This design comes from an exercise in tuning for small area, a short achievable clock period and few clock cycles on the open sky130 flow, not from production work.
At most, simulation tests tie the RTL to the original design; equivalence was not proved.
Function not checked in runs 3 and 4: the RTL went through the layout flow alone.
Power figures rest on the tool's default switching activity, not on a simulated workload.

==> flow/design.v <==
`timescale 1ns/10ps
module LBP ( clk, reset, gray_addr, gray_req, gray_ready, gray_data, lbp_addr, lbp_valid, lbp_data, finish);
input   	clk;
input   	reset;
output  [13:0] 	gray_addr;
output reg         	gray_req;
input   	gray_ready;
input   [7:0] 	gray_data;
output reg  [13:0] 	lbp_addr;
output reg  	lbp_valid;
output reg  [7:0] 	lbp_data;
output reg  	finish;
parameter K = 6;               
localparam H = K + 2;          
localparam JW = 3;                
reg [6:0] r, x;                
reg [JW-1:0] j;                
reg [7:0] sr [0:H];            
assign gray_addr = {r, x};
wire colend = (j == 0);
wire [6:0] r_down = r + 7'd1;
wire [6:0] r_top = r - (H-1);
wire [6:0] r_strip = {r[6:1], 1'b0};
always @(posedge clk or posedge reset) begin
    if (reset) begin
        r <= 7'd0;
        x <= 7'd0;
        j <= 0;
        gray_req <= 1'b0;
        lbp_valid <= 1'b0;
        finish <= 1'b0;
    end else begin
        gray_req <= 1'b1;
        if (colend) begin
            j <= H-1;
            x <= x - 7'd1;
            r <= (x == 7'd0) ? r_strip : r_top;
        end else begin
            j <= j - 1;
            r <= r_down;
        end
        lbp_valid <= (j <= H-3) | (r[6:1] == 6'd0);
        finish <= finish | (lbp_valid & (lbp_addr == {7'd126, 7'd1}));
    end
end
wire [7:0] c  = sr[H];
wire [1:0] rdl = {gray_data >= c, c >= gray_data};
wire [1:0] rlt = {sr[0] >= c, c >= sr[0]};
wire [1:0] rul = {sr[1] >= c, c >= sr[1]};
wire [1:0] rdn = {sr[H-1] >= c, c >= sr[H-1]};
reg [H:0]   d2;    
reg [H-1:0] d4;    
reg [H-2:0] d7;    
reg         d1;    
wire [7:0] code = {d7[H-2], rdn[1], rdl[1], d4[H-1], rlt[1], d2[H], d1, rul[1]};
wire zero = (r[6:1] == 6'd0) | (x[6:1] == 6'h3f);
integer i;
always @(posedge clk) begin
    sr[0] <= gray_data;
    for (i = 1; i <= H; i = i + 1)
        sr[i] <= sr[i-1];
    d2 <= {d2[H-1:0], rdl[0]};
    d4 <= {d4[H-2:0], rlt[0]};
    d7 <= {d7[H-3:0], rul[0]};
    d1 <= rdn[0];
    lbp_addr <= {r - 7'd1, x + 7'd1};
    lbp_data <= zero ? 8'd0 : code;
end
endmodule
==> flow/flow/run.sh <==
#!/bin/bash
# Standard layout, with the port buffers given as one buffer cell and the
# clock tree built without dummy loads. make's output goes to make.log here.
set -euo pipefail
export BUFFER_PORTS_ARGS="-buffer_cell sky130_fd_sc_hd__buf_2"
export CTS_ARGS="-sink_clustering_enable -repair_clock_nets -dont_use_dummy_load -buf_list sky130_fd_sc_hd__clkbuf_8 -root_buf sky130_fd_sc_hd__clkbuf_16"
bash standard.sh > make.log 2>&1
==> flow/standard.sh <==
#!/bin/bash
# synth_recipe.tcl (not shown) runs the flow's synth.tcl, then flattens the netlist and writes it again
# the make line also repeats each setting of config.mk as NAME=value (left out here)
make -C /OpenROAD-flow-scripts/flow DESIGN_CONFIG=/design/flow/config.mk WORK_HOME=/design/flow/orfs CLKGATE_MAP_FILE= SYNTH_SCRIPT=/design/flow/synth_recipe.tcl "${@:-finish}"
==> flow/config.mk <==
export PLATFORM = sky130hd
export DESIGN_NAME = LBP
export DESIGN_NICKNAME = LBP
export VERILOG_FILES = /design/flow/design.v
export SDC_FILE = /design/flow/constraint.sdc
export NUM_CORES = 4
export LEC_CHECK = 0
export CAP_MARGIN = 20
export CORE_MARGIN = 2
export CORE_UTILIZATION = 60
export SETUP_SLACK_MARGIN = 2.3
export SLEW_MARGIN = 20
==> flow/constraint.sdc <==
create_clock -name core_clock -period 4.0 [get_ports {clk}]
set_input_delay 0.8000 -clock core_clock [delete_from_list [all_inputs] [get_ports {clk}]]
set_output_delay 0.8000 -clock core_clock [all_outputs]
set_load 0.01 [all_outputs]
==> results.toml, run 1 <==
[place]
place_area_mm2 = 0.00473
place_congestion = 0.788
dp_cells = 480
dp.final_hpwl_um = 4730
io_buffers = 48

[run]
cap_violations = 0

[worst_setup_path]
required_ns = 3.20
start_kind = "flip-flop"
arrival_ns = 0.89
slowest_stage = "dfrtp_2"
r2r_cells = 5
timing.rr.end = "lbp_data[1]"
reg2reg_slack_ns = 2.32
worstPathCellList = "buf_6"
critPathMaxStageDelay_ns = 0.42
cp_num_buf_inv = 1
end_kind = "primary output"
critPathMaxFanout = 3
cp_top_family = "flip-flops"
r2r-start = "r[5]"
critical_path_class = "reg -> out"
crit_cells = 1

[logic_synthesis]
seq_area_frac_synth = 0.655
synth_ff_type = "dfxtp_1"
synth.most_common_cell = "dfxtp_1"
synth_edf_count = 0
syn_area_per_cell_um2 = 12.9
synth_fp_nets = 391
netlist.area_leader.share = 0.541
yosysTopAreaCell = "dfxtp_1"
async_reset_ff_frac = 0.144
yosysWarnings = 2
ys_seq_elements = 139
netlist_top_cells_area = "dfxtp_1 (54%), dfrtp_1 (11%), ha_1 (11%), xor2_1 (2.6%), a21oi_1 (2.0%)"
synthCells = 340
synthDistinctLibCells = 38
syn_area_mm2 = 0.00440
synthTopCellsByCount = "dfxtp_1 (119), ha_1 (40), dfrtp_1 (20), inv_1 (19), a21oi_1 (18)"

[global_route]
grt_remaining_overflow = 0
grtUsageMet2 = 0.308
grt_pass1_vias = 2478
grt_use_met3 = 0.0841
use_met1 = 0.220
track_usage = 0.192
grt_pass1_wl_um = 11100
top_usage_layer = "met2"
antenna_found_initial = 0
grt_max_degree = 21

[power]
total_leakage_power_nw = 2.38
power_density_mw_per_mm2 = 453
ir_worst_vdd_v = 0.000269

[hold_path]
min_path_type = "reg -> reg"
whs_path_depth = 0
holdPathEnd = "sr[6][1]"
worstHoldStart = "sr[5][1]"

[clock_tree]
clockBufferDepth = 2
htree_levels = 4
clkTransAtPathRegs_ns = 0.06
clock_latency_ns = 0.36
cts_sinks = 139
cts_tree = "yes"
cts_buffers = 17
cts_hold_buf = 0
cts_root_buf = "clkbuf_16"

[finish]
diodes = 0
fin_cells = 519
final_nets = 473
final_layout_size_suffix_gt1_frac = 0.290
finalInstanceArea_mm2 = 0.00528
finish.utilization = 0.736
syn_to_final_growth_pct = 19.9
fillers = 507

[sta]
slew_headroom = 0.462
worst_pin_slew_ns = 0.807
fin_worst_skew_ns = 0.0166
slew_violations = 0
hold_viol_final = 0
period_share = 0.423
grt_setup_unrepaired = "true"
fin_crit_ns = 1.69
finalSetupViolCount = 0
tns_ns = 0
max_freq_mhz = 591

[die]
ios = 50
dieArea_mm2 = 0.00804
dieWidth_um = 89.7
core_mm2 = 0.00718
rows = 31
start_util = 0.614
die_y_um = 89.7

[drt]
route.detailed.drc = 0
wl_per_cell_um = 13.4
ant_nets = 0
drt_first_iter_violations = 75
first_pass_iters = 4
drt_wl_total_um = 6930
vias_per_cell = 4.98
via_count = 2585

[run_status]
run_status = "no timing/DRC/antenna violations"
==> repair_timing <==
action / in CTS / in global routing
setup buffers: 16 / 6
endpoints found under the hold margin: 0 / 0
setup endpoints to repair: 21 / 25
gates resized for setup: 21 / 18
pin swaps: 0 / 1
==> kinds of logic after synthesis <==
kind of cell,synth area share
AO/OA/AOI/OAI,0.0654
AND/OR/NAND/NOR,0.0938
multiplexers,0.00227
flip-flops,0.655
buffers and inverters,0.0276
other,0.000852
XOR/XNOR,0.0418
adder cells (fa/ha/maj),0.114
==> state kept, by name, summed over array words and instances, names as in the netlist <==
signal	flops
d1	1
d2	9
d4	8
d7	7
finish	1
gray_req	1
j	3
lbp_addr	14
lbp_data	8
lbp_valid	1
r	7
sr	72
x	7
==> per-stage QoR <==
stage               setup WS (ns)  total power, mW  hold WS (ns)
finish                       2.31             2.39         0.313
global route                 2.27             2.51         0.328
CTS                          2.29             2.42         0.319
detailed placement           2.02             1.62         0.312
global placement             2.02             1.62         0.310
floorplan                    2.21             1.58         0.310
==> power by group <==
group	internal, mW	total (mW)	switching [mW]
logic	0.0417	0.0995	0.0578
registers	1.47	1.49	0.0220
clock network	0.399	0.802	0.403
==> final cells by class <==
cell class,count,area [um^2],share of cell area
multi-input combinational,175,1450,0.275
inverter,19,71.3,0.0135
clock buffer,17,245,0.0464
sequential,139,2900,0.549
tap,99,124,0.0235
timing repair buffer,70,487,0.0922
==> worst max-delay path by stage <==
stage	slack, ns	from	endpoint
after floorplan	2.21	gray_data[1]	lbp_data[5]
after global placement	2.02	gray_data[1]	lbp_data[5]
after detailed placement	2.02	gray_data[1]	lbp_data[5]
after CTS	2.29	j[0]	x[5]
after global routing	2.27	r[0]	gray_addr[7]
final	2.31	x[0]	gray_addr[0]
==> cell usage in the layout (no fill, tap or decap), types with 13 or more instances in the layout <==
master | synthesis | routed
clkbuf_8 | 0 | 16
dfxtp_1 | 119 | 119
buf_4 | 1 | 22
xor2_1 | 13 | 13
nand2_1 | 15 | 15
ha_1 | 40 | 39
buf_2 | 4 | 35
buf_6 | 2 | 13
inv_1 | 19 | 19
dfrtp_2 | 0 | 14
a21oi_1 | 18 | 18
==> layer usage <==
| layer | wire length, um | vias to the layer above |
|---|---|---|
| met3 | 343 | 12 |
| met4 | 182 | 0 |
| met5 | 0 | - |
| met1 | 3050 | 1200 |
| met2 | 3360 | 60 |
| li1 | - | 1313 |
Testbench counts, summed over its fixed seeds: cycles 387,126.
==> run 2, diff against run 1 <==
--- a/flow/config.mk
+++ b/flow/config.mk
@@ -10,3 +10,3 @@
 export CORE_UTILIZATION = 60
-export SETUP_SLACK_MARGIN = 2.3
+export SETUP_SLACK_MARGIN = 2.2
 export SLEW_MARGIN = 20
==> run 2 against run 1 <==
  * Clock skew increased by 0.0020 ns
  * Highest routed layer unchanged
  * Via count is 1.5% lower
  * Register-to-register slack got worse by 0.02 ns
  * First-iteration DRC count down 33%
  * Non-clock buffer count fell by 9
  * Sequential power is essentially flat
  * Global-route usage down 0.91 points
  * Clock power decreased by 0.7%
  * Power down 0.29%
  * Fmax is 4.0% lower
  * Synthesized cell count stayed put
  * Still clean on timing, DRC and antenna
==> results.toml, run 2 <==
[run_status]
run_status = "no timing/DRC/antenna violations"

[global_route]
antenna_found_initial = 0
grt_remaining_overflow = 0
grt_max_degree = 21
grt_pass1_wl_um = 10800
grt_pass1_vias = 2437
track_usage = 0.183

[worst_setup_path]
slowest_stage = "dfrtp_1"
worstPathCellList = "buf_2"
cp_num_buf_inv = 1
arrival_ns = 0.96
critical_path_class = "reg -> out"
critPathMaxFanout = 4
required_ns = 3.20
start_kind = "flip-flop"
r2r_cells = 6
end_kind = "primary output"
critPathMaxStageDelay_ns = 0.45
cp_top_family = "flip-flops"
reg2reg_slack_ns = 2.30
r2r-start = "j[0]"
timing.rr.end = "x[5]"

[logic_synthesis]
ys_seq_elements = 139
synthTopCellsByCount = "dfxtp_1 (119), ha_1 (40), dfrtp_1 (20), inv_1 (19), a21oi_1 (18)"
netlist_top_cells_area = "dfxtp_1 (54%), dfrtp_1 (11%), ha_1 (11%), xor2_1 (2.6%), a21oi_1 (2.0%)"
synth_fp_nets = 391
synthCells = 340
async_reset_ff_frac = 0.144
seq_area_frac_synth = 0.655
yosysWarnings = 2
netlist.area_leader.share = 0.541
synth_edf_count = 0
synth_ff_type = "dfxtp_1"
syn_area_per_cell_um2 = 12.9
yosysTopAreaCell = "dfxtp_1"
synth.most_common_cell = "dfxtp_1"
synthDistinctLibCells = 38
syn_area_mm2 = 0.00440

[clock_tree]
clock_latency_ns = 0.35
htree_levels = 4
cts_tree = "yes"
cts_sinks = 139
cts_root_buf = "clkbuf_16"
clkTransAtPathRegs_ns = 0.07
cts_buffers = 17
clockBufferDepth = 2
cts_hold_buf = 0

[sta]
worst_pin_slew_ns = 0.798
fin_worst_skew_ns = 0.0186
slew_violations = 0
max_freq_mhz = 568
tns_ns = 0
finalSetupViolCount = 0
fin_crit_ns = 1.76
slew_headroom = 0.467
grt_setup_unrepaired = "true"
hold_viol_final = 0
period_share = 0.440

[drt]
ant_nets = 0
wl_per_cell_um = 12.8
via_count = 2545
vias_per_cell = 4.99
route.detailed.drc = 0
drt_wl_total_um = 6510
first_pass_iters = 4
drt_first_iter_violations = 50

[run]
cap_violations = 0

[die]
die_y_um = 89.7
rows = 31
core_mm2 = 0.00718
start_util = 0.614
dieArea_mm2 = 0.00804
dieWidth_um = 89.7
ios = 50

[hold_path]
min_path_type = "reg -> reg"
holdPathEnd = "d4[6]"
whs_path_depth = 0
worstHoldStart = "d4[5]"

[finish]
top_register = "sr"
final_common_cell = "dfxtp_1"
finish.utilization = 0.710
syn_to_final_growth_pct = 15.6
diodes = 0
final_nets = 464
largest_reg_flops = 72
final_layout_size_suffix_gt1_frac = 0.255
most-common-layout-cells = "dfxtp_1 (119), buf_2 (48), ha_1 (39)"
fin_cells = 510
top_regs = "sr x72, lbp_addr x14, d2 x9"
fillers = 528

[power]
p_seq_frac = 0.625
power_frac_clock = 0.333
power_density_mw_per_mm2 = 469
switchingPower_mw = 0.476
total_leakage_power_nw = 2.31
ir_worst_vdd_v = 0.000311
swShare = 0.199
p_comb_frac = 0.042
p_int_mw = 1.91
power_mw = 2.39

[place]
dp_cells = 480
dp.final_hpwl_um = 4650
place_congestion = 0.788
io_buffers = 48
==> run 2: cell counts after synthesis <==
Identical to the previous run, type by type.
==> run 2: metrics by stage <==
step	setup WS (ns)	area (um^2)	hold slack, ns
3_5_place_dp	2.02	4730	0.312
3_3_place_gp	2.02	4730	0.310
4_1_cts	2.18	5010	0.322
6_report	2.24	5090	0.317
2_1_floorplan	2.21	4420	0.310
5_1_grt	2.11	5090	0.326
==> run 2: how the worst max path moves through the flow <==
stage | from | end | slack [ns] | depth (start not counted)
after floorplan | gray_data[1] | lbp_data[5] | 2.21 | 5
after global placement | gray_data[1] | lbp_data[5] | 2.02 | 6
after detailed placement | gray_data[1] | lbp_data[5] | 2.02 | 6
after CTS | x[1] | gray_addr[1] | 2.18 | 1
after global routing | j[0] | r[6] | 2.11 | 6
final | r[6] | gray_addr[13] | 2.24 | 1
==> run 2: kinds of logic (layout without fill, tap and decap cells) <==
group,Yosys count,in the layout,synth area share
multiplexers,1,1,0.00227
buffers and inverters,26,97,0.0276
adder cells (fa/ha/maj),40,40,0.114
other,1,1,0.000852
AO/OA/AOI/OAI,42,42,0.0654
XOR/XNOR,21,21,0.0418
flip-flops,139,139,0.655
AND/OR/NAND/NOR,70,70,0.0938
==> run 2: power groups by stage <==
stage	logic [mW]	registers, mW	clock network [mW]
floorplan	0.0587	1.52	0
global placement	0.0974	1.52	0
detailed placement	0.101	1.52	0
CTS	0.102	1.49	0.833
global route	0.116	1.50	0.891
finish	0.0998	1.49	0.796
==> run 2: cell type report <==
type                            instances  area (um^2)  share of cell area
Timing Repair Buffer                   61          338              0.0664
Tap cell                               99          124              0.0243
Sequential cell                       139         2900               0.569
Clock buffer                           17          245              0.0482
Inverter                               19         71.3              0.0140
Multi-Input combinational cell        175         1410               0.278
==> run 2: repair_timing <==
item	in CTS	in global routing
gates cloned	0	0
resized for setup	12	2
setup buffers	3	10
setup endpoints to repair	14	12
==> run 2: routing by layer <==
metal | routed length, um | GRT usage
met1 | 2870 | 0.215
met2 | 3320 | 0.299
met3 | 301 | 0.0777
met4 | 20 | 0.0678
met5 | 0 | 0
==> run 3, diff against run 2 <==
==> flow/design.v (replaced) <==
`timescale 1ns/10ps
module LBP ( clk, reset, gray_addr, gray_req, gray_ready, gray_data, lbp_addr, lbp_valid, lbp_data, finish);
input   	clk;
input   	reset;
output  [13:0] 	gray_addr;
output reg         	gray_req;
input   	gray_ready;
input   [7:0] 	gray_data;
output reg  [13:0] 	lbp_addr;
output reg  	lbp_valid;
output reg  [7:0] 	lbp_data;
output reg  	finish;
parameter K = 6;               
localparam H = K + 2;          
localparam JW = $clog2(H);
reg [6:0] r, x;                
reg [JW-1:0] j;                  
reg [7:0] sr [0:H];            
assign gray_addr = {r, x};
wire colend = (j == H-1);
wire [6:0] rdown = r - 7'd1;
wire [6:0] nb = (rdown > 7'd126 - K) ? 7'd126 - K : rdown;
always @(posedge clk or posedge reset) begin
    if (reset) begin
        r <= 7'd1;
        x <= 7'd127;
        j <= H-1;
        gray_req <= 1'b0;
        lbp_valid <= 1'b0;
        finish <= 1'b0;
    end else begin
        gray_req <= 1'b1;
        if (colend) begin
            j <= 0;
            x <= x + 7'd1;
            r <= (&x) ? nb : r - (H-1);
        end else begin
            j <= j + 1;
            r <= r + 7'd1;
        end
        lbp_valid <= (j >= 2) | (r[6:1] == 6'd0);
        finish <= finish | (lbp_valid & (lbp_addr == {7'd126, 7'd126}));
    end
end
wire [7:0] c  = sr[H];
wire [7:0] dr = gray_data;
wire [7:0] rt = sr[0];
wire [7:0] ur = sr[1];
wire [7:0] dn = sr[H-1];
reg [H:0]   d0;    
reg [H-1:0] d3;    
reg [H-2:0] d5;    
reg         d1;    
wire [7:0] code;
assign code[0] = d0[H];
assign code[1] = d1;
assign code[2] = ur >= c;
assign code[3] = d3[H-1];
assign code[4] = rt >= c;
assign code[5] = d5[H-2];
assign code[6] = dn >= c;
assign code[7] = dr >= c;
wire zero = (r[6:1] == 6'd0) | (x[6:1] == 6'd0);
integer i;
always @(posedge clk) begin
    sr[0] <= gray_data;
    for (i = 1; i <= H; i = i + 1)
        sr[i] <= sr[i-1];
    d0 <= {d0[H-1:0], c >= dr};
    d3 <= {d3[H-2:0], c >= rt};
    d5 <= {d5[H-3:0], c >= ur};
    d1 <= c >= dn;
    lbp_addr <= {r - 7'd1, x - 7'd1};
    lbp_data <= zero ? 8'd0 : code;
end
endmodule
==> flow/run.sh (new file) <==
#!/bin/bash
# synth_recipe.tcl (not shown) runs the flow's synth.tcl, then flattens the netlist and writes it again
# the make line also repeats each setting of config.mk as NAME=value (left out here)
make -C /OpenROAD-flow-scripts/flow DESIGN_CONFIG=/design/flow/config.mk WORK_HOME=/design/flow/orfs CLKGATE_MAP_FILE= SYNTH_SCRIPT=/design/flow/synth_recipe.tcl finish
--- a/flow/config.mk
+++ b/flow/config.mk
@@ -9,4 +9,3 @@
 export CORE_MARGIN = 2
-export CORE_UTILIZATION = 60
-export SETUP_SLACK_MARGIN = 2.2
+export CORE_UTILIZATION = 40
 export SLEW_MARGIN = 20
removed: flow/flow/run.sh
removed: flow/standard.sh
==> run 3 against run 2 <==
  * Worst hold slack improved by 0.0071 ns
  * First-iteration DRC count rose by 86%
  * Clock skew fell by 0.012 ns
  * Setup slack got worse by 0.68 ns
  * Via count up 9.2%
  * Cell area up 14%
  * Non-clock buffer count fell by 13
==> results.toml, run 3 <==
[clock_tree]
clock_latency_ns = 0.40
cts_root_buf = "clkbuf_16"
cts_hold_buf = 0
htree_levels = 4
cts_tree = "yes"
cts_setup_buffers = 0
clockBufferDepth = 2
cts_sinks = 139
cts_resized = 0
clkTransAtPathRegs_ns = 0.06
cts_buffers = 17

[global_route]
antenna_found_initial = 0
grt_pass1_wl_um = 12200
grt_max_degree = 21
grt_pass1_vias = 2628
track_usage = 0.128
grt_remaining_overflow = 0

[hold_path]
min_path_type = "reg -> reg"

[finish]
final_nets = 494
seqCellArea_mm2 = 0.00290
diodes = 0
fin_cells = 599
top_register = "sr"
final_common_cell = "dfxtp_1"
top_regs = "sr x72, lbp_addr x14, d0 x9"
multi_input_area_mm2 = 0.00149
most-common-layout-cells = "dfxtp_1 (119), clkdlybuf4s50_1 (48), inv_1 (40), ha_1 (40)"
syn_to_final_growth_pct = 26.7
final_layout_size_suffix_gt1_frac = 0.114
largest_reg_flops = 72
fillers = 1007

[power]
total_leakage_power_nw = 2.62
ir_worst_vdd_v = 0.000323
power_density_mw_per_mm2 = 542
power_mw = 3.14

[die]
ios = 50
core_mm2 = 0.0113
dieArea_mm2 = 0.0123
dieWidth_um = 111
rows = 39
start_util = 0.406
die_y_um = 111

[logic_synthesis]
netlist.area_leader.share = 0.521
syn_area_per_cell_um2 = 11.9
seq_area_frac_synth = 0.633
synth_fp_nets = 435
yosysTopAreaCell = "dfxtp_1"
synthDistinctLibCells = 51
netlist_top_cells_area = "dfxtp_1 (52%), ha_1 (11%), dfstp_2 (6.3%), dfrtp_1 (4.9%), inv_1 (3.3%)"
synth_ff_type = "dfxtp_1"
async_reset_ff_frac = 0.144
ys_seq_elements = 139
synth_edf_count = 0
synth.most_common_cell = "dfxtp_1"
synthTopCellsByCount = "dfxtp_1 (119), ha_1 (40), inv_1 (40), nor2_1 (17), a21oi_1 (16)"
syn_area_mm2 = 0.00458
yosysWarnings = 2
synthCells = 384

[sta]
grt_setup_unrepaired = "false"
fin_hold_ws_ns = 0.324
slew_violations = 0
period_share = 0.611
max_freq_mhz = 409
finalSetupViolCount = 0
hold_viol_final = 0
tns_ns = 0
worst_pin_slew_ns = 0.776
slew_headroom = 0.482
fin_crit_ns = 2.44
fin_worst_skew_ns = 0.00626

[drt]
route.detailed.drc = 0
drt_first_iter_violations = 93
via_count = 2780
ant_nets = 0
first_pass_iters = 5
drt_wl_total_um = 7480
vias_per_cell = 4.64
wl_per_cell_um = 12.5

[worst_setup_path]
worstPathCellList = "clkdlybuf4s50_1"
cp_top_family = "flip-flops"
required_ns = 3.20
critPathMaxStageDelay_ns = 0.62
critical_path_class = "reg -> out"
reg2reg_slack_ns = 1.85
end_kind = "primary output"
start_kind = "flip-flop"
critPathMaxFanout = 13
cp_num_buf_inv = 1
arrival_ns = 1.64
slowest_stage = "dfrtp_1"

[place]
dp_cells = 567
dp.final_hpwl_um = 5300
io_buffers = 48
place_congestion = 0.799

[run]
cap_violations = 0

[run_status]
run_status = "no timing/DRC/antenna violations"
==> run 3: cell count changes in the layout (fill, tap and decap cells not counted), sizes merged, moves of 5 or more <==
cell           delta
dfstp            +11
clkinv            +5
dfrtp            -11
nor2              +8
inv              +23
buf              -61
a21o              +5
clkdlybuf4s50    +48
==> run 3: worst paths after layout <==
| path | to | cells past startpoint | startpoint |
|---|---|---|---|
| max | gray_addr[9] | 1 | r[2] |
| min | sr[5][6] | 0 | sr[4][6] |
| max reg2reg | r[2] | 7 | r[0] |
| min reg2reg | sr[5][6] | 0 | sr[4][6] |
| max in group asynchronous | r[1] | 2 | reset |
| min in group asynchronous | gray_req | 2 | reset |
==> run 3: cell families (layout without fill, tap and decap cells) <==
logic type | after synthesis | after routing | share of synthesized area
flip-flops | 139 | 139 | 0.633
AND/OR/NAND/NOR | 84 | 84 | 0.101
AO/OA/AOI/OAI | 52 | 52 | 0.0746
buffers and inverters | 48 | 120 | 0.0426
adder cells (fa/ha/maj) | 40 | 40 | 0.109
XOR/XNOR | 20 | 20 | 0.0383
other | 1 | 1 | 0.000819
==> run 3: layer usage <==
metal,global-route usage,part of all wire,vias up
met5,0,0,-
met4,0.0625,0.017,0
met3,0.0481,0.049,13
met2,0.207,0.46,62
met1,0.149,0.47,1293
li1,-,-,1412
==> run 3: where the power goes <==
| part | switching (mW) | total (mW) | internal, mW |
|---|---|---|---|
| Clock | 0.567 | 1.57 | 1.00 |
| Sequential | 0.0226 | 1.48 | 1.46 |
| Combinational | 0.0468 | 0.0902 | 0.0434 |
==> run 3: per-stage QoR <==
step                instance area, um^2  worst slack [ns]   util
global route                       5800              1.48  0.515
CTS                                5800              1.54  0.515
finish                             5800              1.56  0.515
global placement                   5190              1.46  0.461
floorplan                          4580              2.04      -
detailed placement                 5190              1.43  0.461
==> run 3: area by class of cell <==
type	count	area share
clock buffers	19	0.0764
clock inverters	13	0.0287
inverters	40	0.0259
multi-input cells	197	0.256
flip-flops and latches	139	0.499
well taps	143	0.0308
repair buffers	48	0.0828
==> run 4, diff against run 3 <==
--- a/flow/config.mk
+++ b/flow/config.mk
@@ -10,2 +10,3 @@
 export CORE_UTILIZATION = 40
+export SETUP_SLACK_MARGIN = 2.4
 export SLEW_MARGIN = 20
==> run 4 against run 3 <==
  * Power is 2.0% lower
  * Still clean on timing, DRC and antenna
  * Cell area is 12% higher
  * Largest power group is now sequential cells
  * Clock power is 6% lower
  * Highest routed layer unchanged
==> results.toml, run 4 <==
[power]
swShare = 0.216
total_leakage_power_nw = 2.96
ir_worst_vdd_v = 0.000336
p_int_mw = 2.41
power_frac_clock = 0.482
switchingPower_mw = 0.666
power_density_mw_per_mm2 = 474
p_comb_frac = 0.035
p_seq_frac = 0.483

[die]
dieArea_mm2 = 0.0123
core_mm2 = 0.0113
rows = 39
ios = 50
die_y_um = 111
start_util = 0.406
dieWidth_um = 111

[finish]
final_common_cell = "dfxtp_1"
top_register = "sr"
largest_reg_flops = 72
most-common-layout-cells = "dfxtp_1 (98), buf_6 (44), inv_1 (31)"
final_layout_size_suffix_gt1_frac = 0.416
diodes = 0
final_nets = 540
top_regs = "sr x72, lbp_addr x14, d0 x9"
syn_to_final_growth_pct = 41.9
finish.utilization = 0.576

[drt]
via_count = 3040
wl_per_cell_um = 13.9
drt_first_iter_violations = 120
first_pass_iters = 5
route.detailed.drc = 0
vias_per_cell = 4.71
drt_wl_total_um = 8980
ant_nets = 0

[global_route]
antenna_found_initial = 0
grt_max_degree = 21
track_usage = 0.143
grt_pass1_vias = 2989
grt_pass1_wl_um = 13800
grt_remaining_overflow = 0

[sta]
hold_viol_final = 0
finalSetupViolCount = 0
max_freq_mhz = 511
period_share = 0.489
slew_violations = 0
fin_worst_skew_ns = 0.00549
grt_setup_unrepaired = "true"
tns_ns = 0
fin_crit_ns = 1.96

[logic_synthesis]
netlist_top_cells_area = "dfxtp_1 (52%), ha_1 (11%), dfstp_2 (6.3%), dfrtp_1 (4.9%), inv_1 (3.3%)"
ys_seq_elements = 139
synthCells = 384
syn_area_mm2 = 0.00458
synth_edf_count = 0
synth.most_common_cell = "dfxtp_1"
synth_ff_type = "dfxtp_1"
yosysWarnings = 2
synth_fp_nets = 435
syn_area_per_cell_um2 = 11.9
synthDistinctLibCells = 51
seq_area_frac_synth = 0.633
synthTopCellsByCount = "dfxtp_1 (119), ha_1 (40), inv_1 (40), nor2_1 (17), a21oi_1 (16)"
yosysTopAreaCell = "dfxtp_1"
netlist.area_leader.share = 0.521
async_reset_ff_frac = 0.144

[hold_path]
min_path_type = "reg -> reg"
whs_path_depth = 0
worstHoldStart = "d5[3]"

[clock_tree]
clock_latency_ns = 0.42
htree_levels = 4
clkTransAtPathRegs_ns = 0.06
cts_tree = "yes"
cts_sinks = 139
cts_buffers = 17
clockBufferDepth = 2
cts_root_buf = "clkbuf_16"

[worst_setup_path]
critPathMaxStageDelay_ns = 0.54
slowest_stage = "dfstp_2"
cp_num_buf_inv = 2
start_kind = "flip-flop"
critPathMaxFanout = 2
crit_cells = 2
r2r_cells = 8
r2r-start = "r[0]"
critical_path_class = "reg -> out"
end_kind = "primary output"
arrival_ns = 1.16
startpoint = "r[0]"
worstPathCellList = "buf_4 -> buf_6"
required_ns = 3.20
cp_top_family = "flip-flops"

[run]
cap_violations = 0

[place]
io_buffers = 48
place_congestion = 0.782
dp.final_hpwl_um = 5330

[run_status]
run_status = "no timing/DRC/antenna violations"
-- run 4: changes by cell type in the layout (fill, tap and decap cells not counted), moves of 5 or more --
| cell | before | now |
|---|---|---|
| dfxtp_1 | 119 | 98 |
| buf_6 | 0 | 44 |
| a21oi_1 | 16 | 11 |
| dfrtp_2 | 0 | 6 |
| ha_1 | 40 | 27 |
| a21oi_2 | 0 | 5 |
| buf_4 | 0 | 30 |
| inv_1 | 40 | 31 |
| buf_2 | 0 | 9 |
| dfrtp_1 | 9 | 3 |
| clkdlybuf4s50_1 | 48 | 1 |
| dfxtp_2 | 0 | 20 |
| ha_4 | 0 | 11 |
| inv_2 | 0 | 5 |
-- run 4: cells by family after synthesis --
family,synth area share
DFF,0.633
and+or+nand+nor,0.101
AOI/OAI and AO/OA,0.0746
buffers and inverters,0.0426
adders and majority gates,0.109
xor gates and xnor gates,0.0383
other,0.000819
-- run 4: timing repair --
item / CTS / global route
hold buffers: 0 / 0
pin swaps: 24 / 31
gates resized for setup: 261 / 38
cloned: 1 / 0
buffers inserted: 25 / 20
endpoints found under the setup margin: 64 / 66
-- run 4: routing by layer --
metal / up-vias / wire length (um) / track usage
li1: 1507 / - / -
met1: 1440 / 3880 / 0.165
met2: 74 / 4520 / 0.238
met3: 19 / 377 / 0.0470
met4: 0 / 202 / 0.0733
met5: - / 0 / 0
-- run 4: worst paths after layout --
| path | endpoint | slack [ns] |
|---|---|---|
| max reg2reg | r[2] | 2.09 |
| max in group asynchronous | j[2] | 2.92 |
| min reg2reg | d5[4] | 0.32 |
| max | gray_addr[7] | 2.04 |
| min | d5[4] | 0.32 |
| min in group asynchronous | gray_req | 0.76 |
-- run 4: cell type report --
cell class | instances | area, um^2
fillers | 907 | 4780
flip-flops and latches | 139 | 2930
multi-input cells | 198 | 1770
repair buffers | 93 | 872
clock buffers | 21 | 460
well taps | 143 | 179
inverters | 40 | 173
clock inverters | 11 | 111
-- run 4: metrics by stage --
step	setup WS (ns)	total power, mW	area [um^2]	std cells	hold WS (ns)
2_1_floorplan	2.12	1.57	4630	384	0.310
3_3_place_gp	1.42	1.60	5250	567	0.310
3_5_place_dp	1.42	1.61	5250	567	0.312
4_1_cts	2.09	3.10	6200	625	0.324
5_1_grt	2.02	3.19	6490	645	0.327
6_report	2.04	3.08	6490	645	0.323
-- run 4: power groups by stage --
stage	sequential, mW	combinational [mW]	clock [mW]
after floorplan	1.51	0.0644	0
after global placement	1.51	0.0907	0
after detailed placement	1.51	0.0958	0
after CTS	1.49	0.104	1.51
after global routing	1.49	0.125	1.57
final	1.49	0.107	1.48
-- run 4: worst register-to-register path: stages, from the launching register on --
cell       delay [ns]
dfstp_2          0.54
buf_6            0.11
inv_4            0.04
ha_4             0.17
or3b_1           0.36
a211oi_2         0.25
o32ai_2          0.13
o2111ai_2        0.10
nand3_1          0.09

[static timing again, ports no longer ideal]
Ports are ideal in the flow. The routed layouts listed here were re-timed in OpenROAD.
Step 1 (the two cells are an assumption about what drives the block):
set clk [get_ports {clk}]
set_driving_cell -lib_cell sky130_fd_sc_hd__clkbuf_16 $clk
set_driving_cell -lib_cell sky130_fd_sc_hd__buf_2 [delete_from_list [all_inputs] $clk]
Step 2 moves the port delays by t, midway between the first and last clock arrival at a register: inputs arrive t later, outputs are due t later. That takes back most of the time a late clock gives input paths.
Slacks: ideal / step 1 / step 2; pairs: ideal / step 1.
| run | t, ns | setup slack, ns | hold slack, ns | slew at the worst register clock pin (ns) | worst data-port slew with drivers (ns) |
|---|---|---|---|---|---|
| run 1 | 0.380 | 2.309 / 2.275 / 2.015 | 0.313 / 0.313 / 0.313 | 0.07 / 0.07 | 0.03 |
| run 2 | 0.375 | 2.238 / 2.207 / 2.021 | 0.317 / 0.317 / 0.317 | 0.08 / 0.08 | 0.03 |
| run 3 | 0.441 | 1.557 / 1.516 / 1.450 | 0.324 / 0.324 / 0.324 | 0.06 / 0.06 | 0.04 |
| run 4 | 0.448 | 2.043 / 2.008 / 1.963 | 0.323 / 0.323 / 0.323 | 0.06 / 0.06 | 0.06 |
After both steps every run listed still meets setup and hold. For run 1, which loses most, drivers alone change the setup slack by -0.034 ns; drivers and shift together by -0.294 ns.
